Background: an optimization exercise with open tools, aiming at small area, a short achievable clock period and few clock cycles. Do not read the settings as production practice.
Function was checked by simulation only, so behaviour that the tests miss may differ from the original.
Power and IR drop assume default switching activity.

`flow/flow/run.sh`:
```
#!/bin/bash
# Layout flow: the standard ORFS flow (standard synthesis unchanged), with
# repair_timing aiming below the design's clock period, and real buffers
# (not delay cells) on the ports. Each tool's output goes to flow.log.
set -euo pipefail
MARGIN=$(cat flow/margin.txt 2>/dev/null || echo 7)
sed -e "s#\"\${@:-finish}\"#SETUP_SLACK_MARGIN=${MARGIN} BUFFER_PORTS_ARGS=\"-buffer_cell sky130_fd_sc_hd__buf_4\" \"\${@:-finish}\"#" \
    standard.sh > my_standard.sh
cat my_standard.sh > my_standard_sh.log
bash my_standard.sh > flow.log 2>&1
```
`flow/flow/margin.txt`:
```
7.5
```
`flow/standard.sh`:
```
#!/bin/bash
# synth_recipe.tcl (not shown) runs the flow's synth.tcl, then flattens the netlist and writes it again
# the make line also repeats each setting of config.mk as NAME=value (left out here)
make -C /OpenROAD-flow-scripts/flow DESIGN_CONFIG=/design/flow/config.mk WORK_HOME=/design/flow/orfs CLKGATE_MAP_FILE= SYNTH_SCRIPT=/design/flow/synth_recipe.tcl "${@:-finish}"
```
`flow/config.mk`:
```
export PLATFORM = sky130hd
export DESIGN_NAME = mips_cpu_bus
export DESIGN_NICKNAME = mips_cpu_bus
export VERILOG_FILES = /design/flow/design.v
export SDC_FILE = /design/flow/constraint.sdc
export NUM_CORES = 8
export LEC_CHECK = 0
export CAP_MARGIN = 20
export CORE_MARGIN = 2
export CORE_UTILIZATION = 40
export SLEW_MARGIN = 20
```
`flow/constraint.sdc`:
```
create_clock -name core_clock -period 12.5 [get_ports {clk}]
set_input_delay 2.5000 -clock core_clock [delete_from_list [all_inputs] [get_ports {clk}]]
set_output_delay 2.5000 -clock core_clock [all_outputs]
set_load 0.01 [all_outputs]
```
`flow/design.v`:
```
module mips_cpu_bus(
    input logic clk,
    input logic reset,
    output logic active,
    output logic[31:0] register_v0,
    output logic[31:0] address,
    output logic write,
    output logic read,
    input logic waitrequest,
    output logic[31:0] writedata,
    output logic[3:0] byteenable,
    input logic[31:0] readdata
);
    localparam [29:0] RESET_PC = 30'h2FF00000;    
    logic        qv, qd, qw;
    logic [29:0] qa;
    logic [3:0]  qbe;
    assign address    = {qa, 2'b00};
    assign read       = qv & !qw;
    assign write      = qv & qw;
    assign byteenable = qbe;
    assign writedata  = mres;        
    wire acc = qv & !waitrequest;
    logic [29:0] fpc;           
    logic        arr;           
    logic [1:0]  nq;            
    logic [31:0] iq0, iq1;
    logic [29:0] dpc;           
    logic        dsk;           
    logic        halting;
    logic        ev;
    logic [31:0] ea, eb;
    logic [25:0] ei;
    logic [4:0]  edst;
    logic [1:0]  sela, selb;    
    logic        lda, ldb;      
    logic        eimm;          
    logic [2:0]  eimmt;
    logic [3:0]  ealu;
    logic        eload, estore, elink;
    logic [2:0]  emt;
    logic        ebr, ejmp, ejr;
    logic [2:0]  ebt;
    logic        emfhi, emflo, emthi, emtlo, emul, ediv, emsign;
    logic        mv, mmem, mload;
    logic [4:0]  mdst;
    logic [31:0] mres;
    logic [2:0]  mmt;
    logic [1:0]  moff;
    logic        wv, wload;
    logic [4:0]  wdst;
    logic [31:0] wres;
    logic [2:0]  wmt;
    logic [1:0]  woff;
    logic [4:0]  w2dst;
    logic [31:0] w2val;
    wire        dv = (nq != 2'd0) | arr;
    wire [31:0] di = (nq != 2'd0) ? iq0 : readdata;
    wire [5:0] d_op = di[31:26];
    wire [4:0] d_rs = di[25:21];
    wire [4:0] d_rt = di[20:16];
    wire [4:0] d_rd = di[15:11];
    wire [5:0] d_fn = di[5:0];
    wire d_r      = d_op == 6'b000000;
    wire d_regimm = d_op == 6'b000001;
    wire d_j      = d_op == 6'b000010;
    wire d_jal    = d_op == 6'b000011;
    wire d_br4    = d_op[5:2] == 4'b0001;            
    wire d_immalu = d_op[5:3] == 3'b001;              
    wire d_load   = d_op[5:3] == 3'b100;
    wire d_store  = d_op[5:3] == 3'b101;
    wire d_jr     = d_r & (d_fn == 6'b001000);
    wire d_jalr   = d_r & (d_fn == 6'b001001);
    wire d_mfhi   = d_r & (d_fn == 6'b010000);
    wire d_mflo   = d_r & (d_fn == 6'b010010);
    wire d_mthi   = d_r & (d_fn == 6'b010001);
    wire d_mtlo   = d_r & (d_fn == 6'b010011);
    wire d_mul    = d_r & (d_fn[5:1] == 5'b01100);
    wire d_div    = d_r & (d_fn[5:1] == 5'b01101);
    wire d_ralu   = d_r & (d_fn[5] | (d_fn[5:3] == 3'b000));
    wire d_rlink  = d_regimm & d_rt[4];
    wire d_link   = d_jal | d_jalr | d_rlink;
    localparam ALU_ADD = 4'd0, ALU_SUB = 4'd1, ALU_AND = 4'd2, ALU_OR = 4'd3,
               ALU_XOR = 4'd4, ALU_SLT = 4'd5, ALU_SLTU = 4'd6,
               ALU_SLL = 4'd8, ALU_SRL = 4'd10, ALU_SRA = 4'd11,
               ALU_SLLV = 4'd12, ALU_SRLV = 4'd14, ALU_SRAV = 4'd15;
    logic [3:0] d_alu;
    always_comb begin
        d_alu = ALU_ADD;
        if (d_r) begin
            case (d_fn)
                6'b100011: d_alu = ALU_SUB;
                6'b100100: d_alu = ALU_AND;
                6'b100101: d_alu = ALU_OR;
                6'b100110: d_alu = ALU_XOR;
                6'b101010: d_alu = ALU_SLT;
                6'b101011: d_alu = ALU_SLTU;
                6'b000000: d_alu = ALU_SLL;
                6'b000010: d_alu = ALU_SRL;
                6'b000011: d_alu = ALU_SRA;
                6'b000100: d_alu = ALU_SLLV;
                6'b000110: d_alu = ALU_SRLV;
                6'b000111: d_alu = ALU_SRAV;
                default:   d_alu = ALU_ADD;
            endcase
        end else begin
            case (d_op[2:0])
                3'b010: d_alu = ALU_SLT;
                3'b011: d_alu = ALU_SLTU;
                3'b100: d_alu = ALU_AND;
                3'b101: d_alu = ALU_OR;
                3'b110: d_alu = ALU_XOR;
                default: d_alu = ALU_ADD;    
            endcase
        end
    end
    logic [4:0] d_dst;
    always_comb begin
        if (d_jal | d_rlink)                        d_dst = 5'd31;
        else if (d_ralu | d_mfhi | d_mflo | d_jalr) d_dst = d_rd;
        else if (d_immalu | d_load)                 d_dst = d_rt;
        else                                        d_dst = 5'd0;
    end
    wire [29:0] dpc1 = dpc + 30'd1;
    logic        rf_we;
    logic [4:0]  rf_wa;
    logic [31:0] rf_wd;
    logic [31:0] rf_a, rf_b;
    mips_cpu_registers regs(
        .clk(clk), .reset(reset),
        .we(rf_we), .wa(rf_wa), .wd(rf_wd),
        .ra(d_rs), .rda(rf_a),
        .rb(d_rt), .rdb(rf_b),
        .v0(register_v0)
    );
    logic [31:0] alu_y;
    logic [31:0] opa, opb, opb_r, immx;
    always_comb begin
        if (eimmt == 3'b111) immx = {ei[15:0], 16'd0};               
        else if (eimmt[2])   immx = {16'd0, ei[15:0]};               
        else                 immx = {{16{ei[15]}}, ei[15:0]};        
    end
    always_comb begin
        case (sela)
            2'd3:    opa = mres;
            2'd2:    opa = wres;
            2'd1:    opa = w2val;
            default: opa = ea;
        endcase
        case (selb)
            2'd3:    opb_r = mres;
            2'd2:    opb_r = wres;
            2'd1:    opb_r = w2val;
            default: opb_r = eb;
        endcase
        opb = eimm ? immx : opb_r;
    end
    wire haza = lda & sela[1];
    wire hazb = ldb & selb[1];
    wire  [4:0]  alu_sa = ealu[2] ? opa[4:0] : ei[10:6];
    mips_cpu_ALU alu(.op(ealu), .a(opa), .b(opb), .sa(alu_sa), .y(alu_y));
    logic        md_busy;
    logic [31:0] md_hi, md_lo;
    logic [31:0] eres;
    always_comb begin
        if (eload)         eres = opb;
        else if (elink)    eres = {dpc1, 2'b00};    
        else if (emfhi)    eres = md_hi;
        else if (emflo)    eres = md_lo;
        else               eres = alu_y;
    end
    wire [31:0] agu = opa + {{16{ei[15]}}, ei[15:0]};
    wire a_zero = (opa == 32'd0);
    wire a_neg  = opa[31];
    logic br_cond;
    always_comb begin
        case (ebt)
            3'b100:  br_cond = (opa == opb);         
            3'b101:  br_cond = (opa != opb);         
            3'b110:  br_cond = a_neg | a_zero;       
            3'b111:  br_cond = !a_neg & !a_zero;     
            3'b000:  br_cond = a_neg;                
            default: br_cond = !a_neg;               
        endcase
    end
    wire        e_taken = ev & (ejmp | ejr | (ebr & br_cond));
    wire [29:0] bta     = dpc + {{14{ei[15]}}, ei[15:0]};
    wire [29:0] target  = ejr ? opa[31:2] : ejmp ? {dpc[29:26], ei[25:0]} : bta;
    wire q_free   = !qv | acc | !qd;
    wire m_done   = mv & (!mmem | (acc & qd));
    wire m_free   = !mv | m_done;
    wire e_md_stall = (emthi | emtlo | emfhi | emflo) & md_busy;
    wire e_mem      = eload | estore;
    wire e_cti      = ebr | ejmp | ejr;
    wire e_br_wait  = e_cti & !dv;
    wire e_haz      = haza | hazb;
    wire e_done = ev & m_free & !e_md_stall & !e_br_wait & !e_haz &
                  !((e_mem | e_cti) & !q_free);
    wire e_free = !ev | e_done;
    wire d_uses_rs = !(d_j | d_jal);
    wire d_uses_rt = d_r | d_store | d_load | (d_op[5:1] == 5'b00010);
    wire d_adv = dv & e_free;
    wire fa_e = ev & (edst != 5'd0) & (edst == d_rs) & d_uses_rs;
    wire fa_m = mv & (mdst != 5'd0) & (mdst == d_rs) & d_uses_rs;
    wire fa_w = wv & (wdst != 5'd0) & (wdst == d_rs) & d_uses_rs;
    wire d_usb = d_uses_rt & !d_immalu;
    wire fb_e = ev & (edst != 5'd0) & (edst == d_rt) & d_usb;
    wire fb_m = mv & (mdst != 5'd0) & (mdst == d_rt) & d_usb;
    wire fb_w = wv & (wdst != 5'd0) & (wdst == d_rt) & d_usb;
    wire [1:0] m_next = m_done ? 2'd2 : 2'd3;    
    wire [1:0] sela_d = fa_e ? 2'd3 : fa_m ? m_next : fa_w ? 2'd1 : 2'd0;
    wire [1:0] selb_d = fb_e ? 2'd3 : fb_m ? m_next : fb_w ? 2'd1 : 2'd0;
    wire lda_d = fa_e ? eload : mload;
    wire ldb_d = fb_e ? eload : mload;
    wire [1:0] sela_s = (sela == 2'd3) ? m_next : {1'b0, sela[1]};
    wire [1:0] selb_s = (selb == 2'd3) ? m_next : {1'b0, selb[1]};
    wire redirect = e_done & e_taken;
    wire [1:0] nq_next_raw = nq + {1'b0, arr} - {1'b0, d_adv};
    wire s0 = (nq == 2'd0) & !arr;                  
    wire s1 = ((nq == 2'd0) & arr) | ((nq == 2'd1) & !arr);
    wire af = acc & !qd;                            
    wire fetch_ok = !halting && !redirect &&
                    (d_adv ? !(!s0 & !s1 & af) : (s0 | (s1 & !af)));
    wire [29:0] nfa = (acc & !qd) ? qa + 30'd1 : fpc;
    wire [1:0] boff = agu[1:0];
    logic [3:0] be_mem;
    always_comb begin
        case (emt[1:0])
            2'b00: be_mem = 4'b0001 << boff;                                    
            2'b01: be_mem = boff[0] ? 4'b0000 : (boff[1] ? 4'b1100 : 4'b0011);  
            2'b11: be_mem = (boff == 2'b00) ? 4'b1111 : 4'b0000;                
            default: be_mem = eload ? (emt[2] ? (4'b1111 << boff)               
                                              : (4'b1111 >> (2'd3 - boff)))     
                                    : 4'b0000;
        endcase
    end
    wire [31:0] st_data = (emt[1:0] == 2'b00) ? {4{opb[7:0]}} :
                          (emt[1:0] == 2'b01) ? {2{opb[15:0]}} : opb;
    logic [31:0] ld;
    always_comb begin
        case (wmt)
            3'b000: case (woff)                                    
                2'd0: ld = {{24{readdata[7]}},  readdata[7:0]};
                2'd1: ld = {{24{readdata[15]}}, readdata[15:8]};
                2'd2: ld = {{24{readdata[23]}}, readdata[23:16]};
                default: ld = {{24{readdata[31]}}, readdata[31:24]};
            endcase
            3'b100: case (woff)                                    
                2'd0: ld = {24'd0, readdata[7:0]};
                2'd1: ld = {24'd0, readdata[15:8]};
                2'd2: ld = {24'd0, readdata[23:16]};
                default: ld = {24'd0, readdata[31:24]};
            endcase
            3'b001: ld = woff[1] ? {{16{readdata[31]}}, readdata[31:16]}
                                 : {{16{readdata[15]}}, readdata[15:0]};    
            3'b101: ld = woff[1] ? {16'd0, readdata[31:16]}
                                 : {16'd0, readdata[15:0]};                 
            3'b010: case (woff)                                    
                2'd0: ld = {readdata[7:0],  wres[23:0]};
                2'd1: ld = {readdata[15:0], wres[15:0]};
                2'd2: ld = {readdata[23:0], wres[7:0]};
                default: ld = readdata;
            endcase
            3'b110: case (woff)                                    
                2'd0: ld = readdata;
                2'd1: ld = {wres[31:24], readdata[31:8]};
                2'd2: ld = {wres[31:16], readdata[31:16]};
                default: ld = {wres[31:8], readdata[31:24]};
            endcase
            default: ld = readdata;                                
        endcase
    end
    wire w_misal = wload & ((wmt[1:0] == 2'b11 & woff != 2'b00) |
                            (wmt[1:0] == 2'b01 & woff[0]));
    wire [31:0] wval = (wload & !w_misal) ? ld : wres;
    assign rf_we = wv & (wdst != 5'd0);
    assign rf_wa = wdst;
    assign rf_wd = wval;
    always_ff @(posedge clk) begin
        if (reset) begin
            qv      <= 1'b1;
            qd      <= 1'b0;
            qw      <= 1'b0;
            qa      <= RESET_PC;
            qbe     <= 4'b1111;
            fpc     <= RESET_PC;
            arr     <= 1'b0;
            nq      <= 2'd0;
            dpc     <= RESET_PC;
            dsk     <= 1'b0;
            halting <= 1'b0;
            ev      <= 1'b0;
            mv      <= 1'b0;
            wv      <= 1'b0;
            active  <= 1'b1;
        end else begin
            if (e_done & e_mem) begin
                qv  <= 1'b1;
                qd  <= 1'b1;
                qw  <= estore;
                qa  <= agu[31:2];
                qbe <= be_mem;
            end else if (redirect) begin
                qv  <= (target != 30'd0);
                qd  <= 1'b0;
                qw  <= 1'b0;
                qa  <= target;
                qbe <= 4'b1111;
            end else if (q_free) begin
                qv  <= fetch_ok;
                qd  <= 1'b0;
                qw  <= 1'b0;
                qa  <= nfa;
                qbe <= 4'b1111;
            end
            if (acc & !qd) fpc <= qa + 30'd1;
            if (redirect)  fpc <= target;
            if (redirect & (target == 30'd0)) halting <= 1'b1;
            arr <= acc & !qd & !redirect;
            if (redirect) begin
                if (d_adv) nq <= 2'd0;
                else begin
                    nq  <= 2'd1;
                    iq0 <= di;
                end
            end else begin
                nq <= nq_next_raw;
                case (nq)
                    2'd0: if (arr & !d_adv) iq0 <= readdata;
                    2'd1: if (d_adv) begin if (arr) iq0 <= readdata; end
                          else if (arr) iq1 <= readdata;
                    default: if (d_adv) begin iq0 <= iq1; if (arr) iq1 <= readdata; end
                endcase
            end
            if (redirect) begin
                dpc <= target;
                dsk <= !d_adv;
            end else if (d_adv) begin
                if (dsk) dsk <= 1'b0;
                else     dpc <= dpc1;
            end
            if (e_free) ev <= d_adv;
            if (m_free) mv <= e_done;
            wv <= m_done;
            if (halting & !dv & !ev & !mv & !wv) active <= 1'b0;
        end
        if (d_adv) begin
            eimm  <= d_immalu;
            eimmt <= d_op[2:0];
            lda   <= lda_d;
            ldb   <= ldb_d;
            ei    <= di[25:0];
            edst  <= d_dst;
            ealu  <= d_alu;
            eload <= d_load;
            estore<= d_store;
            elink <= d_link;
            emt   <= d_op[2:0];
            ebr   <= d_br4 | d_regimm;
            ebt   <= d_regimm ? {2'b00, d_rt[0]} : d_op[2:0];
            ejmp  <= d_j | d_jal;
            ejr   <= d_jr | d_jalr;
            emfhi <= d_mfhi;
            emflo <= d_mflo;
            emthi <= d_mthi;
            emtlo <= d_mtlo;
            emul  <= d_mul;
            ediv  <= d_div;
            emsign<= !d_fn[0];
        end
        ea <= d_adv ? rf_a : opa;
        eb <= d_adv ? rf_b : opb_r;
        sela <= d_adv ? sela_d : sela_s;
        selb <= d_adv ? selb_d : selb_s;
        w2dst <= rf_we ? rf_wa : 5'd0;
        w2val <= rf_wd;
        if (e_done) begin
            mmem  <= e_mem;
            mload <= eload;
            mdst  <= edst;
            mres  <= estore ? st_data : eres;
            mmt   <= emt;
            moff  <= agu[1:0];
        end
        if (m_done) begin
            wload <= mload;
            wdst  <= mdst;
            wres  <= mres;
            wmt   <= mmt;
            woff  <= moff;
        end
    end
    mips_cpu_multiplier md(
        .clk(clk), .reset(reset),
        .start(e_done & (emul | ediv)), .is_div(ediv), .sign(emsign),
        .a(opa), .b(opb),
        .wr_hi(e_done & emthi), .wr_lo(e_done & emtlo),
        .busy(md_busy), .hi(md_hi), .lo(md_lo)
    );
endmodule
module mips_cpu_registers(
    input  logic        clk,
    input  logic        reset,
    input  logic        we,
    input  logic [4:0]  wa,
    input  logic [31:0] wd,
    input  logic [4:0]  ra,
    output logic [31:0] rda,
    input  logic [4:0]  rb,
    output logic [31:0] rdb,
    output logic [31:0] v0
);
    logic [31:0] r [1:31];
    wire  [31:0] wdm = reset ? 32'd0 : wd;
    genvar i;
    generate
        for (i = 1; i < 32; i = i + 1) begin : g_reg
            always_ff @(posedge clk)
                if (reset | (we & (wa == i))) r[i] <= wdm;
        end
    endgenerate
    always_comb begin
        rda = 32'd0;
        rdb = 32'd0;
        for (int k = 1; k < 32; k++) begin
            if (ra == k) rda = r[k];
            if (rb == k) rdb = r[k];
        end
    end
    assign v0 = r[2];
endmodule
module mips_cpu_ALU(
    input  logic [3:0]  op,
    input  logic [31:0] a,
    input  logic [31:0] b,
    input  logic [4:0]  sa,
    output logic [31:0] y
);
    wire sub = (op == 4'd1) | (op == 4'd5) | (op == 4'd6);
    wire [32:0] s = {1'b0, a} + {1'b0, b ^ {32{sub}}} + {32'd0, sub};
    wire slt  = (a[31] ^ b[31]) ? a[31] : s[31];
    wire sltu = ~s[32];
    wire left  = op[3] & ~op[1];           
    wire arith = op[3] & op[1] & op[0];    
    logic [31:0] x, r, sh;
    always_comb begin
        for (int k = 0; k < 32; k++) x[k] = left ? b[31-k] : b[k];
        r = $signed({arith & b[31], x}) >>> sa;
        for (int k = 0; k < 32; k++) sh[k] = left ? r[31-k] : r[k];
    end
    always_comb begin
        case (op)
            4'd0, 4'd1: y = s[31:0];
            4'd2:       y = a & b;
            4'd3:       y = a | b;
            4'd4:       y = a ^ b;
            4'd5:       y = {31'd0, slt};
            4'd6:       y = {31'd0, sltu};
            default:    y = sh;
        endcase
    end
endmodule
module mips_cpu_multiplier(
    input  logic        clk,
    input  logic        reset,
    input  logic        start,
    input  logic        is_div,
    input  logic        sign,
    input  logic [31:0] a,
    input  logic [31:0] b,
    input  logic        wr_hi,
    input  logic        wr_lo,
    output logic        busy,
    output logic [31:0] hi,
    output logic [31:0] lo
);
    localparam S_IDLE = 4'd0, S_ABS1 = 4'd1, S_ABS2 = 4'd2, S_MUL = 4'd3,
               S_NORM = 4'd4, S_DIV = 4'd5, S_NEGH = 4'd6, S_NEGL = 4'd7,
               S_NRM4 = 4'd8, S_DCHK = 4'd9;
    logic [3:0]  st;
    logic        div, negq, negr, nega, negb;
    logic [31:0] m;
    logic [5:0]  cnt;
    logic        lcy;
    assign busy = (st != S_IDLE);
    logic [31:0] ax, ay;
    logic        aci;
    logic [32:0] asum;
    always_comb begin
        ax = 32'd0; ay = ~m; aci = 1'b1;
        case (st)
            S_ABS1: begin ax = 32'd0; ay = div ? ~hi : ~lo; aci = 1'b1; end
            S_ABS2: begin ax = 32'd0; ay = ~m;              aci = 1'b1; end
            S_MUL:  begin ax = hi;    ay = lo[0] ? m : 32'd0; aci = 1'b0; end
            S_NORM: begin ax = hi;    ay = ~{m[30:0], 1'b0}; aci = 1'b1; end
            S_NRM4: begin ax = hi;    ay = ~{m[27:0], 4'b0}; aci = 1'b1; end
            S_DIV,
            S_DCHK: begin ax = hi;    ay = ~m;              aci = 1'b1; end
            S_NEGH: begin ax = 32'd0; ay = ~hi; aci = div | lcy; end
            S_NEGL: begin ax = 32'd0; ay = ~lo;             aci = 1'b1; end
            default: ;
        endcase
    end
    assign asum = {1'b0, ax} + {1'b0, ay} + {32'd0, aci};
    always_ff @(posedge clk) begin
        if (reset) begin
            st <= S_IDLE;
            hi <= 32'd0;
            lo <= 32'd0;
        end else if (start) begin
            if ((a == 32'd0) | (b == 32'd0)) begin
                hi <= 32'd0;
                lo <= 32'd0;
                st <= S_IDLE;
            end else begin
                div  <= is_div;
                nega <= sign & a[31];
                negb <= sign & b[31];
                negq <= sign & (a[31] ^ b[31]);
                negr <= sign & a[31];
                m    <= b;
                cnt  <= 6'd0;
                if (is_div) begin hi <= a;     lo <= 32'd0; end
                else        begin hi <= 32'd0; lo <= a;     end
                st <= (sign & a[31]) ? S_ABS1 :
                      (sign & b[31]) ? S_ABS2 :
                      is_div ? S_DCHK : S_MUL;
            end
        end else begin
            case (st)
                S_IDLE: begin
                    if (wr_hi) hi <= a;
                    if (wr_lo) lo <= a;
                end
                S_ABS1: begin
                    if (div) hi <= asum[31:0]; else lo <= asum[31:0];
                    st <= negb ? S_ABS2 : (div ? S_DCHK : S_MUL);
                end
                S_ABS2: begin
                    m  <= asum[31:0];
                    st <= div ? S_DCHK : S_MUL;
                end
                S_MUL: begin
                    {hi, lo} <= {asum[32:0], lo[31:1]};
                    cnt <= cnt + 6'd1;
                    if (cnt == 6'd31) st <= negq ? S_NEGL : S_IDLE;
                end
                S_DCHK: begin
                    if (!asum[32]) st <= negr ? S_NEGH : S_IDLE;
                    else           st <= S_NRM4;
                end
                S_NRM4: begin
                    if (m[31:28] == 4'd0 && asum[32]) begin
                        m   <= {m[27:0], 4'b0};
                        cnt <= cnt + 6'd4;
                    end else begin
                        st <= S_NORM;
                    end
                end
                S_NORM: begin
                    if (!m[31] && asum[32]) begin
                        m   <= {m[30:0], 1'b0};
                        cnt <= cnt + 6'd1;
                    end else begin
                        st <= S_DIV;
                    end
                end
                S_DIV: begin
                    if (asum[32]) hi <= asum[31:0];
                    lo  <= {lo[30:0], asum[32]};
                    m   <= {1'b0, m[31:1]};
                    cnt <= cnt - 6'd1;
                    if (cnt == 6'd0)
                        st <= negq ? S_NEGL : (negr ? S_NEGH : S_IDLE);
                end
                S_NEGL: begin
                    lo  <= asum[31:0];
                    lcy <= asum[32];
                    st  <= (!div | negr) ? S_NEGH : S_IDLE;
                end
                S_NEGH: begin
                    hi <= asum[31:0];
                    st <= S_IDLE;
                end
                default: st <= S_IDLE;
            endcase
        end
    end
endmodule
```
==> results of run 1 <==
registers in the layout (all words and copies together), names as in the netlist, 5 cells and up:
| name | cells |
|---|---|
| eb | 32 |
| dpc | 30 |
| mres | 32 |
| fpc | 30 |
| wres | 32 |
| md.m | 32 |
| iq0 | 32 |
| md.cnt | 6 |
| md.lo | 32 |
| w2val | 32 |
| iq1 | 32 |
| ea | 32 |
| wdst | 5 |
| ei | 26 |
| qa | 30 |
| edst | 5 |
| regs.r | 992 |
| mdst | 5 |
| md.hi | 32 |
power groups by stage:
stage          combinational (mW)  clock [mW]  sequential (mW)
2_1_floorplan                10.0           0             7.25
3_3_place_gp                 17.2           0             7.80
3_5_place_dp                 17.2           0             7.80
4_1_cts                      19.4        5.15             7.68
5_1_grt                      22.6        5.34             7.79
6_report                     22.4        5.19             7.80
final timing paths:
kind                     start  depth (start not counted)       end
setup / recovery  readdata[21]                         14    ea[28]
hold reg to reg        moff[0]                          0   woff[0]
hold / removal         moff[0]                          0   woff[0]
setup reg to reg       wres[4]                         19  mres[16]
kinds of logic (layout without fill, tap and decap cells):
group / Yosys count / count (layout) / share of synthesized area (%)
adder cells (fa/ha/maj): 202 / 202 / 2.94
XOR/XNOR: 256 / 256 / 2.56
multiplexers: 347 / 347 / 5.22
buffers and inverters: 829 / 1435 / 3.73
AND/OR/NAND/NOR: 2414 / 2427 / 12.5
AO/OA/AOI/OAI: 3127 / 3129 / 24.1
other: 1 / 24 / 0.00428
flip-flops: 1517 / 1517 / 48.9
layout make-up:
cell class / count / share of cell area, %
diodes: 22 / 0.0499
clock buffers: 214 / 4.08
clock inverters: 98 / 1.01
inverters: 175 / 0.730
multi-input cells: 6363 / 42.8
flip-flops and latches: 1517 / 38.8
well taps: 2854 / 3.24
repair buffers: 943 / 9.25
repair inverters: 5 / 0.0420
cells in the mapped netlist (all sizes together) (25+ instances only):
master      n
edfxtp   1243
nor2      857
a21oi     710
nand2     643
clkbuf    523
o21ai     510
o22ai     312
a22oi     310
dfxtp     274
nor3      229
mux2i     210
ha        196
nand3     181
inv       165
a221oi    156
xnor2     153
a211oi    141
a31oi     138
buf       131
a222oi    120
nor2b     111
xor2      103
o221ai    102
nand4      90
mux4       81
o211ai     81
a21o       74
mux2       56
nor4       50
o21a       49
nand2b     47
o31ai      47
a2111oi    46
and2       44
and3       43
a221o      33
o21bai     33
a32oi      27
or2        27
or3        27
a22o       25
critical path: stages:
cell and delay (ps):
buf_8 120, or4b_4 220, o21ai_4 70, buf_12 160, buf_6 130, buf_16 130
a222oi_1 320, inv_1 170, a222oi_1 1000, a31oi_2 410, a2111oi_4 320, nor3_2 100
nor3_4 400, o221ai_2 150
layout by cell type (no fill, tap or decap), types with 35 or more instances in the layout:
| master | count |
|---|---|
| a221oi_1 | 116 |
| nand2b_1 | 42 |
| nor2_2 | 52 |
| o21a_1 | 40 |
| a221oi_2 | 35 |
| nand4_1 | 90 |
| a21oi_2 | 65 |
| nor2b_1 | 70 |
| edfxtp_1 | 1243 |
| and3_1 | 35 |
| nor3_1 | 188 |
| mux2i_1 | 199 |
| o21ai_0 | 410 |
| nand3_1 | 162 |
| clkbuf_16 | 181 |
| o221ai_1 | 85 |
| o22ai_1 | 297 |
| ha_1 | 186 |
| a22oi_1 | 298 |
| xor2_1 | 97 |
| o211ai_1 | 81 |
| buf_12 | 110 |
| a211oi_1 | 111 |
| dfxtp_1 | 265 |
| buf_6 | 82 |
| buf_4 | 660 |
| nor2_1 | 778 |
| a222oi_1 | 120 |
| a31oi_1 | 104 |
| a21oi_1 | 615 |
| clkbuf_1 | 35 |
| xnor2_1 | 140 |
| nand2_1 | 608 |
| mux2_2 | 52 |
| mux4_2 | 81 |
| a21o_1 | 71 |
| o21ai_2 | 44 |
| inv_1 | 143 |
layer usage:
metal  wire length (um)  GRT usage (%)  vias to the layer above
li1                   -              -                    35100
met1             175000           53.6                    44100
met2             205000           61.8                     9251
met3              85400           19.2                     2233
met4              53200           32.5                       34
met5                236              0                        -
per-stage QoR:
| stage | cell area (um^2) | total power [mW] | hold slack, ps | setup slack [ps] |
|---|---|---|---|---|
| 2_1_floorplan | 88500 | 17.3 | 400 | 7150 |
| 6_report | 110000 | 35.4 | 423 | 7020 |
| 4_1_cts | 106000 | 32.2 | 424 | 7310 |
| 3_3_place_gp | 93400 | 25.0 | 408 | 4520 |
| 5_1_grt | 110000 | 35.7 | 436 | 7110 |
| 3_5_place_dp | 93400 | 25.0 | 411 | 4450 |
what timing repair did:
item,CTS,global route
gates resized for setup,796,552
pin swaps,155,238
setup endpoints to repair,747,718
cloned,55,16
setup buffers,222,174
==> impl_metrics.py, run 1 <==
metrics = {
    "synthesis": {
        "synth_cell_types": 103,
        "synth_top_area_share_pct": 42.6,
        "netlist_instances": 8693,
        "async_flop_share_pct": 0,
        "ys_ff_latch": 1517,
        "synth_flop_cell": "edfxtp_1",
        "ys_seq_area_share_pct": 48.9,
        "yosysTopAreaCell": "edfxtp_1",
        "synth-edff-count": 1243,
        "syn_area_per_cell_um2": 10.1,
        "syn_area_um2": 87600,
        "ys_warn_count": 5,
        "synth_area_leaders": "edfxtp_1 (43%), dfxtp_1 (6.3%), a21oi_1 (4.0%)",
    },
    "grt": {
        "track_usage_pct": 44.2,
        "grt_pass1_wl_mm": 688,
        "grt_max_degree": 101,
        "grt_pass1_vias": 80800,
        "antenna_found_initial": 47,
        "overflow": 0,
    },
    "drt": {
        "vias_per_cell": 7.44,
        "drt-pass1-iter-count": 13,
        "vias": 90700,
        "route.antenna.remaining_nets": 0,
        "drc": 0,
        "drt_iter0_markers": 19300,
        "wl_per_cell_um": 42.6,
        "totalWireLength_mm": 519,
    },
    "placed_design": {
        "gp_congestion": 1.07,
        "dp_hpwl_mm": 334,
        "place_inst": 11400,
        "port_buffers": 135,
    },
    "clock_network": {
        "clock_sinks": 1517,
        "clk_pin_slew_ps": 60,
        "h-tree-depth": 4,
        "cts_made_buffers": 168,
        "cts_root_buffer": "clkbuf_16",
        "hold_buffers": 0,
        "cts_tree": "yes",
        "clockBufferDepth": 3,
        "clk_latency_ps": 910,
    },
    "layout": {
        "nFillCells": 19300,
        "area_growth_pct": 25.9,
        "finalNonFillerCells": 12200,
        "multi_input_area_um2": 47200,
        "post-route-util_pct": 50.8,
        "drive_gt1_share_pct": 23.7,
        "final_net_count": 9410,
        "regArea_um2": 42800,
    },
    "die": {
        "die_y_um": 472,
        "core.rowCount": 171,
        "dieArea_um2": 223000,
        "initial_core_util_pct": 40.3,
        "fp.dieW_um": 472,
        "io_pins": 138,
        "core_um2": 217000,
    },
    "worst_setup_path": {
        "critPathMaxFanout": 11,
        "cp-start-kind": "input pin",
        "cp_data_arrival_time_ps": 6210,
        "cp.required_ps": 13230,
        "criticalPathCategory": "input pin to flop",
        "rrSetupSlack_ps": 7160,
        "cp-end-kind": "flop",
    },
    "sta": {
        "skew_ps": 67.5,
        "fin_crit_sh_pct": 43.9,
        "tns_ps": 0,
        "maxSlewViolCount": 0,
        "setup-violations-final": 0,
        "slew_headroom_pct": 12.2,
        "hold_viol": 0,
        "period_minus_slack_ps": 5480,
        "rsz0062_at_grt": "yes",
        "tightest_slew_ps": 1310,
        "max_clock_freq_mhz": 182,
    },
    "power": {
        "power_switching_mw": 18.3,
        "clockPowerShare_pct": 14.7,
        "combPwrFrac_pct": 63.3,
        "p_leak_nw": 39.5,
        "internal-power_mw": 17.0,
        "power_frac_seq_pct": 22.0,
        "peakVddDrop_mv": 0.185,
        "p_sw_share_pct": 51.8,
        "powerDensity_nw_per_um2": 321,
    },
    "min_path": {
        "hp-class": "flop to flop",
    },
    "flow_run": {
        "drv_cap": 0,
    },
    "outcome": {
        "outcome": "finished clean",
    },
}
Testbench counts, summed over its fixed seeds: cycles 118,396.
==> run 2, diff against run 1 <==
--- a/flow/design.v
+++ b/flow/design.v
@@ -162,12 +162,16 @@
     logic        md_busy;
     logic [31:0] md_hi, md_lo;
-    logic [31:0] eres;
+    wire [31:0] st_data = (emt[1:0] == 2'b00) ? {4{opb[7:0]}} :
+                          (emt[1:0] == 2'b01) ? {2{opb[15:0]}} : opb;
+    logic [31:0] eoth;
     always_comb begin
-        if (eload)         eres = opb;
-        else if (elink)    eres = {dpc1, 2'b00};    
-        else if (emfhi)    eres = md_hi;
-        else if (emflo)    eres = md_lo;
-        else               eres = alu_y;
+        if (estore)        eoth = st_data;
+        else if (eload)    eoth = opb;
+        else if (elink)    eoth = {dpc1, 2'b00};    
+        else if (emfhi)    eoth = md_hi;
+        else               eoth = md_lo;
     end
+    wire ealu_res = !(estore | eload | elink | emfhi | emflo);
+    wire [31:0] eres = ealu_res ? alu_y : eoth;
     wire [31:0] agu = opa + {{16{ei[15]}}, ei[15:0]};
     wire a_zero = (opa == 32'd0);
@@ -220,5 +224,6 @@
     wire s1 = ((nq == 2'd0) & arr) | ((nq == 2'd1) & !arr);
     wire af = acc & !qd;                            
-    wire fetch_ok = !halting && !redirect &&
+    wire q0 = qv & !qd & (qa == 30'd0);
+    wire fetch_ok = !halting && !q0 && !redirect &&
                     (d_adv ? !(!s0 & !s1 & af) : (s0 | (s1 & !af)));
     wire [29:0] nfa = (acc & !qd) ? qa + 30'd1 : fpc;
@@ -235,6 +240,4 @@
         endcase
     end
-    wire [31:0] st_data = (emt[1:0] == 2'b00) ? {4{opb[7:0]}} :
-                          (emt[1:0] == 2'b01) ? {2{opb[15:0]}} : opb;
     logic [31:0] ld;
     always_comb begin
@@ -302,5 +305,5 @@
                 qbe <= be_mem;
             end else if (redirect) begin
-                qv  <= (target != 30'd0);
+                qv  <= 1'b1;
                 qd  <= 1'b0;
                 qw  <= 1'b0;
@@ -316,6 +319,6 @@
             if (acc & !qd) fpc <= qa + 30'd1;
             if (redirect)  fpc <= target;
-            if (redirect & (target == 30'd0)) halting <= 1'b1;
-            arr <= acc & !qd & !redirect;
+            if (q0) halting <= 1'b1;
+            arr <= acc & !qd & !redirect & !q0;
             if (redirect) begin
                 if (d_adv) nq <= 2'd0;
@@ -379,15 +382,13 @@
             mload <= eload;
             mdst  <= edst;
-            mres  <= estore ? st_data : eres;
+            mres  <= eres;
             mmt   <= emt;
             moff  <= agu[1:0];
         end
-        if (m_done) begin
-            wload <= mload;
-            wdst  <= mdst;
-            wres  <= mres;
-            wmt   <= mmt;
-            woff  <= moff;
-        end
+        wload <= mload;
+        wdst  <= mdst;
+        wres  <= mres;
+        wmt   <= mmt;
+        woff  <= moff;
     end
     mips_cpu_multiplier md(
==> flow/flow/margin.txt (replaced) <==
7
--- a/flow/config.mk
+++ b/flow/config.mk
@@ -8,4 +8,6 @@
 export CAP_MARGIN = 20
 export CORE_MARGIN = 2
-export CORE_UTILIZATION = 40
+export CORE_UTILIZATION = 50
+export CTS_CLUSTER_DIAMETER = 120
+export CTS_CLUSTER_SIZE = 20
 export SLEW_MARGIN = 20
==> impl_metrics.py, run 2 <==
metrics = {
    "layout": {
        "drive_gt1_share_pct": 12.2,
        "largest_reg_flops": 992,
        "area_growth_pct": 9.86,
        "top_register": "regs.r",
        "post-route-util_pct": 55.2,
        "final_net_count": 8721,
        "nFillCells": 15300,
        "final_cell_mix": "edfxtp_1 (1200), nor2_1 (635), a21oi_1 (628), nand2_1 (609), buf_4 (457)",
        "layout_commonest_cell": "edfxtp_1",
    },
    "power": {
        "power_frac_seq_pct": 27.1,
        "p_leak_nw": 33.8,
        "power_switching_mw": 17.3,
        "powerDensity_nw_per_um2": 336,
        "clockPowerShare_pct": 10.2,
        "p_sw_share_pct": 53.9,
        "combPwrFrac_pct": 62.7,
        "peakVddDrop_mv": 0.253,
        "internal-power_mw": 14.9,
    },
    "grt": {
        "grt_pass1_wl_mm": 601,
        "track_usage_pct": 47.4,
        "antenna_found_initial": 37,
        "overflow": 0,
        "grt_max_degree": 120,
        "grt_pass1_vias": 75100,
    },
    "worst_setup_path": {
        "critPathLaunch": "selb[1]",
        "cp-start-kind": "flop",
        "rr_startpoint": "selb[1]",
        "cp.required_ps": 13000,
        "cp_data_arrival_time_ps": 6290,
        "r2r_end": "mres[23]",
        "critPathMaxFanout": 15,
        "cp-endpoint": "mres[23]",
        "reg2reg_depth": 12,
        "criticalPathCategory": "flop to flop",
        "rrSetupSlack_ps": 6700,
        "cp-end-kind": "flop",
    },
    "sta": {
        "skew_ps": 61.2,
        "period_minus_slack_ps": 5800,
        "tns_ps": 0,
        "max_clock_freq_mhz": 173,
        "fin_crit_sh_pct": 46.4,
        "maxSlewViolCount": 0,
        "rsz0062_at_grt": "yes",
        "tightest_slew_ps": 1300,
        "hold_viol": 0,
        "setup-violations-final": 0,
        "slew_headroom_pct": 13.2,
    },
    "synthesis": {
        "yosysMostFrequentCell": "edfxtp_1",
        "syn_area_per_cell_um2": 10.1,
        "ys_warn_count": 5,
        "synth_top_family_by_area": "compound AO/OA/AOI/OAI gates",
        "synthTopCellsByCount": "edfxtp_1 (1200), nor2_1 (668), a21oi_1 (640)",
        "yosysTopAreaCell": "edfxtp_1",
        "syn_area_um2": 87100,
        "synth_mux_area_share_pct": 5.00,
        "synth_simple_gate_area_share_pct": 12.0,
        "synth_cell_types": 106,
        "synth_compound_area_share_pct": 24.7,
        "synth_adder_area_share_pct": 2.97,
        "ys_seq_area_share_pct": 48.6,
        "synth_xor_xnor_area_share_pct": 2.39,
        "ys_ff_latch": 1517,
        "async_flop_share_pct": 0,
        "synth_area_leaders": "edfxtp_1 (41%), dfxtp_1 (7.3%), a21oi_1 (3.7%)",
        "synth-edff-count": 1200,
        "synth_top_area_share_pct": 41.4,
        "netlist_instances": 8587,
        "synth_flop_cell": "edfxtp_1",
    },
    "clock_network": {
        "cts_tree": "yes",
        "cts_made_buffers": 88,
        "clk_pin_slew_ps": 100,
        "h-tree-depth": 3,
        "clock_sinks": 1517,
        "clockBufferDepth": 3,
        "cts_root_buffer": "clkbuf_16",
        "clk_latency_ps": 830,
        "hold_buffers": 0,
    },
    "die": {
        "initial_core_util_pct": 50.2,
        "dieArea_um2": 178000,
        "core.rowCount": 153,
        "fp.dieW_um": 421,
        "io_pins": 138,
        "die_y_um": 421,
        "core_um2": 173000,
    },
    "drt": {
        "vias": 83000,
        "vias_per_cell": 7.61,
        "drc": 0,
        "totalWireLength_mm": 439,
        "drt-pass1-iter-count": 10,
        "wl_per_cell_um": 40.3,
        "drt_iter0_markers": 15400,
        "route.antenna.remaining_nets": 0,
    },
    "outcome": {
        "outcome": "finished clean",
    },
    "min_path": {
        "hp-class": "flop to flop",
        "hold_depth": 0,
    },
    "placed_design": {
        "dp_hpwl_mm": 295,
        "gp_congestion": 1.09,
        "port_buffers": 135,
    },
    "flow_run": {
        "drv_cap": 0,
    },
}
==> run 2: layout make-up <==
cell class              count  area (um^2)  share of cell area, %
clock buffers             149         2470                   2.58
clock inverters            15          246                  0.257
diodes                     24         60.1                 0.0627
well taps                2325         2910                   3.04
inverters                 231          908                  0.949
repair buffers            509         4310                   4.50
multi-input cells        6136        42400                   44.3
flip-flops and latches   1517        42400                   44.3
==> run 2: critical path: stages, from the launching register on <==
cell       delay (ps)
dfxtp_4           480
bufbuf_16         380
mux4_2            660
nor2_1            220
a31o_2            400
inv_1             410
mux4_2            620
nor2_1            140
a211o_1           170
or2_2             160
a31oi_1           350
a2111oi_1        1170
a31oi_1           270
==> run 2: worst min path at each step <==
stage | start | to | slack [ps]
CTS | mmt[2] | wmt[2] | 310
detailed placement | mmt[1] | wmt[1] | 330
global placement | moff[0] | woff[0] | 330
global route | mmt[2] | wmt[2] | 360
floorplan | mmt[0] | wmt[0] | 320
finish | mmt[2] | wmt[2] | 340
==> run 2: metal layers <==
layer / vias to the layer above / share of wire, % / global-route usage, %
met5: - / 0.13 / 1.18
met1: 40500 / 34 / 56.6
met4: 32 / 11 / 38.0
li1: 33500 / - / -
met2: 7081 / 43 / 71.3
met3: 1858 / 13 / 14.1
==> run 2: cell families after synthesis <==
logic type	after synthesis
AOI/OAI and AO/OA	3139
and+or+nand+nor	2239
DFF	1517
buffers and inverters	938
muxes	312
xor gates and xnor gates	238
adders and majority gates	203
other	1
==> run 2: timing repair <==
item	in CTS	in global routing
gates resized for setup	128	89
setup buffers	21	45
endpoints found under the setup margin	492	307
pin swaps	11	9
cloned	8	3
==> run 2: stage by stage <==
step	hold slack [ps]	setup WS, ps	total power [mW]	instances	area (um^2)
2_1_floorplan	323	7030	19.0	8588	87200
3_3_place_gp	326	5040	27.0	10600	91200
3_5_place_dp	330	5400	27.0	10600	91300
4_1_cts	312	7000	30.6	10800	94900
5_1_grt	356	6810	32.8	10900	95700
6_report	343	6700	32.2	10900	95700
==> run 2: power groups by stage <==
| stage | Clock (mW) | Sequential (mW) | Combinational (mW) |
|---|---|---|---|
| 2_1_floorplan | 0 | 8.00 | 11.0 |
| 3_3_place_gp | 0 | 8.67 | 18.3 |
| 3_5_place_dp | 0 | 8.69 | 18.4 |
| 4_1_cts | 3.26 | 8.59 | 18.7 |
| 5_1_grt | 3.43 | 8.75 | 20.6 |
| 6_report | 3.28 | 8.73 | 20.2 |
Testbench counts of run 2, summed over its fixed seeds: cycles 118,396.
==> run 3, diff against run 2 <==
--- a/flow/design.v
+++ b/flow/design.v
@@ -82,5 +82,5 @@
     wire d_link   = d_jal | d_jalr | d_rlink;
     localparam ALU_ADD = 4'd0, ALU_SUB = 4'd1, ALU_AND = 4'd2, ALU_OR = 4'd3,
-               ALU_XOR = 4'd4, ALU_SLT = 4'd5, ALU_SLTU = 4'd6,
+               ALU_XOR = 4'd4, ALU_SLT = 4'd5, ALU_SLTU = 4'd6, ALU_PASSB = 4'd7,
                ALU_SLL = 4'd8, ALU_SRL = 4'd10, ALU_SRA = 4'd11,
                ALU_SLLV = 4'd12, ALU_SRLV = 4'd14, ALU_SRAV = 4'd15;
@@ -154,24 +154,22 @@
             default: opb_r = eb;
         endcase
-        opb = eimm ? immx : opb_r;
+    end
+    always_comb begin
+        if (eimm)          opb = immx;
+        else if (estore)   opb = st_data;
+        else if (elink)    opb = {dpc1, 2'b00};    
+        else if (emfhi)    opb = md_hi;
+        else if (emflo)    opb = md_lo;
+        else               opb = opb_r;            
     end
     wire haza = lda & sela[1];
     wire hazb = ldb & selb[1];
-    wire  [4:0]  alu_sa = ealu[2] ? opa[4:0] : ei[10:6];
-    mips_cpu_ALU alu(.op(ealu), .a(opa), .b(opb), .sa(alu_sa), .y(alu_y));
     logic        md_busy;
     logic [31:0] md_hi, md_lo;
-    wire [31:0] st_data = (emt[1:0] == 2'b00) ? {4{opb[7:0]}} :
-                          (emt[1:0] == 2'b01) ? {2{opb[15:0]}} : opb;
-    logic [31:0] eoth;
-    always_comb begin
-        if (estore)        eoth = st_data;
-        else if (eload)    eoth = opb;
-        else if (elink)    eoth = {dpc1, 2'b00};    
-        else if (emfhi)    eoth = md_hi;
-        else               eoth = md_lo;
-    end
-    wire ealu_res = !(estore | eload | elink | emfhi | emflo);
-    wire [31:0] eres = ealu_res ? alu_y : eoth;
+    wire [31:0] st_data = (emt[1:0] == 2'b00) ? {4{opb_r[7:0]}} :
+                          (emt[1:0] == 2'b01) ? {2{opb_r[15:0]}} : opb_r;
+    wire  [4:0]  alu_sa = ealu[2] ? opa[4:0] : ei[10:6];
+    mips_cpu_ALU alu(.op(ealu), .a(opa), .b(opb), .sa(alu_sa), .y(alu_y));
+    wire [31:0] eres = alu_y;
     wire [31:0] agu = opa + {{16{ei[15]}}, ei[15:0]};
     wire a_zero = (opa == 32'd0);
@@ -180,6 +178,6 @@
     always_comb begin
         case (ebt)
-            3'b100:  br_cond = (opa == opb);         
-            3'b101:  br_cond = (opa != opb);         
+            3'b100:  br_cond = (opa == opb_r);       
+            3'b101:  br_cond = (opa != opb_r);       
             3'b110:  br_cond = a_neg | a_zero;       
             3'b111:  br_cond = !a_neg & !a_zero;     
@@ -355,5 +353,5 @@
             ei    <= di[25:0];
             edst  <= d_dst;
-            ealu  <= d_alu;
+            ealu  <= (d_load | d_store | d_link | d_mfhi | d_mflo) ? ALU_PASSB : d_alu;
             eload <= d_load;
             estore<= d_store;
@@ -395,5 +393,5 @@
         .clk(clk), .reset(reset),
         .start(e_done & (emul | ediv)), .is_div(ediv), .sign(emsign),
-        .a(opa), .b(opb),
+        .a(opa), .b(opb_r),
         .wr_hi(e_done & emthi), .wr_lo(e_done & emtlo),
         .busy(md_busy), .hi(md_hi), .lo(md_lo)
@@ -458,4 +456,5 @@
             4'd5:       y = {31'd0, slt};
             4'd6:       y = {31'd0, sltu};
+            4'd7:       y = b;
             default:    y = sh;
         endcase
--- a/flow/config.mk
+++ b/flow/config.mk
@@ -8,5 +8,5 @@
 export CAP_MARGIN = 20
 export CORE_MARGIN = 2
-export CORE_UTILIZATION = 50
+export CORE_UTILIZATION = 56
 export CTS_CLUSTER_DIAMETER = 120
 export CTS_CLUSTER_SIZE = 20
==> impl_metrics.py, run 3 <==
metrics = {
    "worst_setup_path": {
        "cp_data_arrival_time_ps": 6480,
        "reg2reg_depth": 13,
        "rrSetupSlack_ps": 6840,
        "critPathMaxFanout": 51,
        "r2r_end": "mres[1]",
        "cp.required_ps": 13210,
        "cp-start-kind": "input pin",
        "cp-end-kind": "flop",
        "criticalPathCategory": "input pin to flop",
        "rr_startpoint": "eb[2]",
    },
    "drt": {
        "wl_met3_mm": 68.5,
        "totalWireLength_mm": 440,
        "drc": 0,
        "vias_per_cell": 7.96,
        "wl_met1_mm": 140,
        "route.antenna.remaining_nets": 0,
        "top_layer": "met5",
        "drt-pass1-iter-count": 17,
        "drt_iter0_markers": 20000,
        "wl_per_cell_um": 39.8,
        "dr_wl_met2_mm": 179,
        "vias": 88100,
    },
    "sta": {
        "whs_ps": 335,
        "fin_crit_sh_pct": 46.2,
        "setup_ws_ps": 6730,
        "tightest_slew_ps": 1320,
        "maxSlewViolCount": 0,
        "skew_ps": 91.9,
        "hold_viol": 0,
        "slew_headroom_pct": 11.7,
        "setup-violations-final": 0,
        "period_minus_slack_ps": 5770,
        "rsz0062_at_grt": "yes",
        "max_clock_freq_mhz": 173,
        "tns_ps": 0,
    },
    "die": {
        "dieArea_um2": 161000,
        "core.rowCount": 145,
        "die_y_um": 401,
        "io_pins": 138,
        "initial_core_util_pct": 56.4,
        "core_um2": 156000,
        "fp.dieW_um": 401,
    },
    "clock_network": {
        "hold_buffers": 0,
        "clk_pin_slew_ps": 100,
        "cts_made_buffers": 87,
        "clockBufferDepth": 3,
        "cts_root_buffer": "clkbuf_16",
        "clock_sinks": 1517,
        "cts_tree": "yes",
        "h-tree-depth": 3,
        "clk_latency_ps": 830,
    },
    "synthesis": {
        "synth-edff-count": 1200,
        "netlist_instances": 8941,
        "synth_area_leaders": "edfxtp_1 (41%), dfxtp_1 (7.2%), a21oi_1 (4.1%)",
        "ys_seq_area_share_pct": 48.0,
        "yosysMostFrequentCell": "edfxtp_1",
        "async_flop_share_pct": 0,
        "synth_flop_cell": "edfxtp_1",
        "yosysTopAreaCell": "edfxtp_1",
        "synthTopCellsByCount": "edfxtp_1 (1200), nor2_1 (864), a21oi_1 (725)",
        "ys_warn_count": 5,
        "ys_ff_latch": 1517,
        "synth_top_area_share_pct": 40.8,
        "syn_area_um2": 88200,
        "syn_area_per_cell_um2": 9.87,
        "synth_cell_types": 103,
    },
    "min_path": {
        "worstHoldEndpoint": "wmt[2]",
        "hp-class": "flop to flop",
        "hold_depth": 0,
        "hp-start": "mmt[2]",
    },
    "layout": {
        "final_net_count": 9162,
        "largest_reg_flops": 992,
        "drive_gt1_share_pct": 13.8,
        "top_register": "regs.r",
        "layout_commonest_cell": "edfxtp_1",
        "area_growth_pct": 11.0,
        "final_cell_mix": "edfxtp_1 (1200), nor2_1 (820), a21oi_1 (702), nand2_1 (640), buf_4 (532)",
        "nFillCells": 12800,
        "post-route-cell-area_um2": 97900,
        "post-route-util_pct": 62.6,
    },
    "grt": {
        "overflow": 0,
        "antenna_found_initial": 47,
        "grt_pass1_vias": 78800,
        "grt_max_degree": 107,
        "grt_pass1_wl_mm": 605,
        "track_usage_pct": 52.5,
    },
    "outcome": {
        "outcome": "finished clean",
    },
    "power": {
        "internal-power_mw": 15.3,
        "peakVddDrop_mv": 0.207,
        "combPwrFrac_pct": 63.1,
        "power_frac_seq_pct": 27.4,
        "power_switching_mw": 17.9,
        "powerDensity_nw_per_um2": 339,
        "p_sw_share_pct": 53.9,
        "p_leak_nw": 35.0,
        "clockPowerShare_pct": 9.5,
    },
    "flow_run": {
        "drv_cap": 0,
    },
    "placed_design": {
        "dpl_cell_area_um2": 92300,
        "gp_congestion": 1.13,
        "dp_hpwl_mm": 294,
        "port_buffers": 135,
        "preCtsSetupSlack_ps": 4460,
    },
}
run 3: cell types whose count changed after synthesis, moves of 40 or more:
cell	previous run	this run
nor2_1	668	864
a21oi_1	640	725
nor3_1	180	255
inv_1	219	160
a22o_1	103	52
o21ai_1	11	55
nor3b_1	59	17
a2bb2oi_1	4	44
run 3: area by class of cell:
| type | instances | area [um^2] | area share (%) |
|---|---|---|---|
| timing repair inverter | 2 | 10.0 | 0.0102 |
| antenna | 20 | 50.0 | 0.0511 |
| multi-input combinational | 6551 | 44600 | 45.6 |
| timing repair buffer | 589 | 4970 | 5.08 |
| inverter | 176 | 703 | 0.718 |
| sequential | 1517 | 42400 | 43.3 |
| clock inverter | 12 | 229 | 0.234 |
| clock buffer | 132 | 2350 | 2.40 |
| tap | 2058 | 2570 | 2.63 |
run 3: logic make-up (layout without fill, tap and decap cells):
group	count (synthesis)	after routing	synth area share (%)
AOI/OAI and AO/OA	3301	3302	25.4
and+or+nand+nor	2526	2532	13.2
DFF	1517	1517	48.0
buffers and inverters	881	911	3.86
muxes	269	269	4.19
xor gates and xnor gates	243	243	2.41
adders and majority gates	203	203	2.93
other	1	22	0.00425
run 3: timing repair:
item,in CTS,in global routing
gates resized for setup,183,210
pin swaps,16,30
endpoints found under the setup margin,491,368
setup buffers,72,58
cloned,7,9
run 3: worst max-delay path, cell delays in order:
cell and delay, ps:
buf_4 210, or4b_2 620, o21ai_1 240, nand2_1 280, nor2_4 300, buf_12 310
a21oi_1 110, a21oi_1 750, o21ai_4 280, a31oi_1 390, o21ai_1 230, o211ai_1 200
run 3: per-stage QoR:
stage | cells | total power, mW
2_1_floorplan | 8942 | 19.4
3_5_place_dp | 10700 | 27.4
4_1_cts | 11000 | 31.0
5_1_grt | 11000 | 33.7
6_report | 11100 | 33.2
3_3_place_gp | 10700 | 27.2
run 3: metal layers:
layer | up-vias | global-route usage (%)
li1 | 34900 | -
met1 | 41700 | 61.6
met2 | 8908 | 74.7
met3 | 2499 | 20.7
met4 | 58 | 45.7
met5 | - | 1.04
run 3: worst max path at each step:
stage	start	end	cells past startpoint	slack [ps]
floorplan	waitrequest	nq[1]	15	6930
global placement	md.st[1]	md.m[15]	21	4710
detailed placement	md.st[1]	md.m[19]	21	4460
CTS	readdata[17]	eb[30]	13	6950
global route	readdata[19]	eb[27]	13	6740
finish	readdata[19]	eb[27]	12	6730
run 3: power by group through the flow:
| stage | clock network, mW | registers (mW) | logic, mW |
|---|---|---|---|
| finish | 3.16 | 9.12 | 21.0 |
| detailed placement | 0 | 9.03 | 18.4 |
| global route | 3.27 | 9.09 | 21.3 |
| global placement | 0 | 9.01 | 18.2 |
| floorplan | 0 | 8.17 | 11.2 |
| CTS | 3.10 | 8.90 | 19.0 |
Testbench counts of run 3, summed over its fixed seeds: cycles 118,396.
==> run 4, diff against run 3 <==
--- a/flow/config.mk
+++ b/flow/config.mk
@@ -8,5 +8,5 @@
 export CAP_MARGIN = 20
 export CORE_MARGIN = 2
-export CORE_UTILIZATION = 56
+export CORE_UTILIZATION = 50
 export CTS_CLUSTER_DIAMETER = 120
 export CTS_CLUSTER_SIZE = 20
==> impl_metrics.py, run 4 <==
metrics = {
    "sta": {
        "skew_ps": 84.8,
        "period_minus_slack_ps": 5650,
        "tightest_slew_ps": 1330,
        "fin_crit_sh_pct": 45.2,
        "tns_ps": 0,
        "setup-violations-final": 0,
        "max_clock_freq_mhz": 177,
        "hold_viol": 0,
        "whs_ps": 350,
        "maxSlewViolCount": 0,
        "rsz0062_at_grt": "yes",
        "setup_ws_ps": 6850,
        "slew_headroom_pct": 10.9,
    },
    "power": {
        "peakVddDrop_mv": 0.168,
        "p_total_mw": 33.5,
        "p_leak_nw": 34.8,
        "powerDensity_nw_per_um2": 342,
    },
    "synthesis": {
        "synth_cell_types": 103,
        "async_flop_share_pct": 0,
        "synth-edff-count": 1200,
        "yosysTopAreaCell": "edfxtp_1",
        "syn_area_um2": 88200,
        "yosysMostFrequentCell": "edfxtp_1",
        "ys_ff_latch": 1517,
        "synth_flop_cell": "edfxtp_1",
        "synth_top_area_share_pct": 40.8,
        "netlist_instances": 8941,
        "ys_warn_count": 5,
        "synth_area_leaders": "edfxtp_1 (41%), dfxtp_1 (7.2%), a21oi_1 (4.1%)",
        "synthTopCellsByCount": "edfxtp_1 (1200), nor2_1 (864), a21oi_1 (725)",
        "syn_area_per_cell_um2": 9.87,
        "ys_seq_area_share_pct": 48.0,
    },
    "layout": {
        "top_register": "regs.r",
        "post-route-util_pct": 55.8,
        "final_net_count": 9145,
        "layout_commonest_cell": "edfxtp_1",
        "final_cell_mix": "edfxtp_1 (1200), nor2_1 (822), a21oi_1 (698), nand2_1 (643), buf_4 (523)",
        "area_growth_pct": 11.1,
        "drive_gt1_share_pct": 13.5,
        "nFillCells": 15400,
        "largest_reg_flops": 992,
    },
    "die": {
        "core.rowCount": 154,
        "fp.dieW_um": 424,
        "core_um2": 176000,
        "initial_core_util_pct": 50.2,
        "dieArea_um2": 180000,
        "die_y_um": 424,
        "io_pins": 138,
    },
    "grt": {
        "grt_pass1_vias": 77800,
        "track_usage_pct": 48.9,
        "grt_max_degree": 87,
        "grt_pass1_wl_mm": 623,
        "antenna_found_initial": 41,
        "overflow": 0,
    },
    "worst_setup_path": {
        "path_buf_inv": 2,
        "slowest_delay_ps": 680,
        "cp.required_ps": 13160,
        "criticalPathCategory": "input pin to flop",
        "rrSetupSlack_ps": 6970,
        "critPathMaxFanout": 12,
        "cp-end-kind": "flop",
        "cpMaxStageDelayCell": "or4b_2",
        "crit_cells": 13,
        "cp_data_arrival_time_ps": 6310,
        "reg2reg_depth": 13,
        "cp-start-kind": "input pin",
        "cp_common_cell": "a21oi_1",
        "cp_cell_sequence": "buf_4, or4b_2, o21a_2, nor2_1, buf_4, a21oi_1, o2bb2ai_1, o21ai_0, a21oi_1, o21ai_2, a21oi_1, o21ai_0, a31oi_1",
        "cp_top_family": "compound AO/OA/AOI/OAI gates",
    },
    "placed_design": {
        "gp_congestion": 1.09,
        "dp_hpwl_mm": 316,
        "preCtsSetupSlack_ps": 4510,
        "port_buffers": 135,
    },
    "clock_network": {
        "clock_sinks": 1517,
        "cts_tree": "yes",
        "h-tree-depth": 3,
        "clockBufferDepth": 3,
        "clk_latency_ps": 830,
        "cts_root_buffer": "clkbuf_16",
        "clk_pin_slew_ps": 90,
        "cts_made_buffers": 86,
        "hold_buffers": 0,
    },
    "min_path": {
        "hold_depth": 0,
        "hp-class": "flop to flop",
    },
    "drt": {
        "drc": 0,
        "totalWireLength_mm": 456,
        "drt-pass1-iter-count": 13,
        "drt_iter0_markers": 16000,
        "route.antenna.remaining_nets": 0,
        "vias_per_cell": 7.61,
        "vias": 86300,
        "wl_per_cell_um": 40.2,
    },
    "flow_run": {
        "drv_cap": 0,
    },
    "outcome": {
        "outcome": "finished clean",
    },
}
## run 4: cell counts after synthesis
Identical to the previous run, type by type.
## run 4: layer usage
layer	vias to the layer above	wire length (um)	track usage, %
li1	34900	-	-
met2	7776	189000	70.8
met4	24	52300	42.2
met5	-	345	0.968
met1	41500	152000	58.6
met3	2059	61800	15.7
## run 4: where the power goes
group / internal [mW] / switching (mW)
registers: 7.38 / 1.87
logic: 6.55 / 14.6
clock network: 1.33 / 1.81
## run 4: final timing paths
| kind | from | to |
|---|---|---|
| max reg2reg | selb[1] | mres[1] |
| max | readdata[24] | ea[20] |
| min reg2reg | moff[1] | woff[1] |
| min | moff[1] | woff[1] |
## run 4: timing repair
item	4_1_cts	5_1_grt
pin swaps	13	24
gates resized for setup	191	156
endpoints found under the setup margin	477	403
buffers inserted	47	49
cloned	7	1
## run 4: kinds of logic (layout without fill, tap and decap cells)
logic type	after synthesis	after routing	share of synthesized area, %
AO/OA/AOI/OAI	3301	3303	25.4
XOR/XNOR	243	243	2.41
adder cells (fa/ha/maj)	203	203	2.93
buffers and inverters	881	902	3.86
flip-flops	1517	1517	48.0
multiplexers	269	269	4.19
other	1	31	0.00425
AND/OR/NAND/NOR	2526	2529	13.2
## run 4: final cells by class
class / count / area, um^2 / share of cell area, %
Multi-Input combinational cell: 6549 / 44500 / 45.4
Sequential cell: 1517 / 42400 / 43.3
Timing Repair Buffer: 576 / 4840 / 4.94
Tap cell: 2340 / 2930 / 2.99
Clock buffer: 139 / 2360 / 2.41
Inverter: 176 / 701 / 0.715
Clock inverter: 10 / 193 / 0.197
Antenna cell: 29 / 72.6 / 0.0741
Timing Repair inverter: 1 / 5.00 / 0.00511
## run 4: stage by stage
stage,area [um^2],cells
CTS,96700,11300
global route,97900,11300
finish,98000,11300
floorplan,88300,8942
detailed placement,92900,11100
global placement,92800,11000

-- separate check: timing with driven ports --
How much do the figures lean on ideal ports? The routed layouts below were timed once more, with nothing changed but the port constraints. Step 1 (the two cells are an assumption about what drives the block):
set clk [get_ports {clk}]
set_driving_cell -lib_cell sky130_fd_sc_hd__clkbuf_16 $clk
set_driving_cell -lib_cell sky130_fd_sc_hd__buf_2 [delete_from_list [all_inputs] $clk]
Step 2 also shifts input and output timing later by t, the mid clock arrival at the registers, as if the neighbouring blocks saw the same clock. Slacks: ideal ports / drivers / drivers and shift; pairs: ideal ports / drivers.
run | shift t [ns] | slack for setup (ns) | worst setup path at the end | worst register clock-pin slew, ns
run 1 | 0.965 | 7.018 / 7.071 / 6.107 | input to register | 0.08 / 0.08
run 2 | 0.883 | 6.703 / 6.703 / 6.078 | input to register | 0.10 / 0.10
run 3 | 0.875 | 6.726 / 6.792 / 5.918 | input to register | 0.11 / 0.11
run 4 | 0.879 | 6.848 / 6.915 / 6.037 | input to register | 0.11 / 0.11
After both steps every run listed still meets setup and hold. For run 1, which loses most, drivers alone change the setup slack by +0.053 ns; drivers and shift together by -0.911 ns.
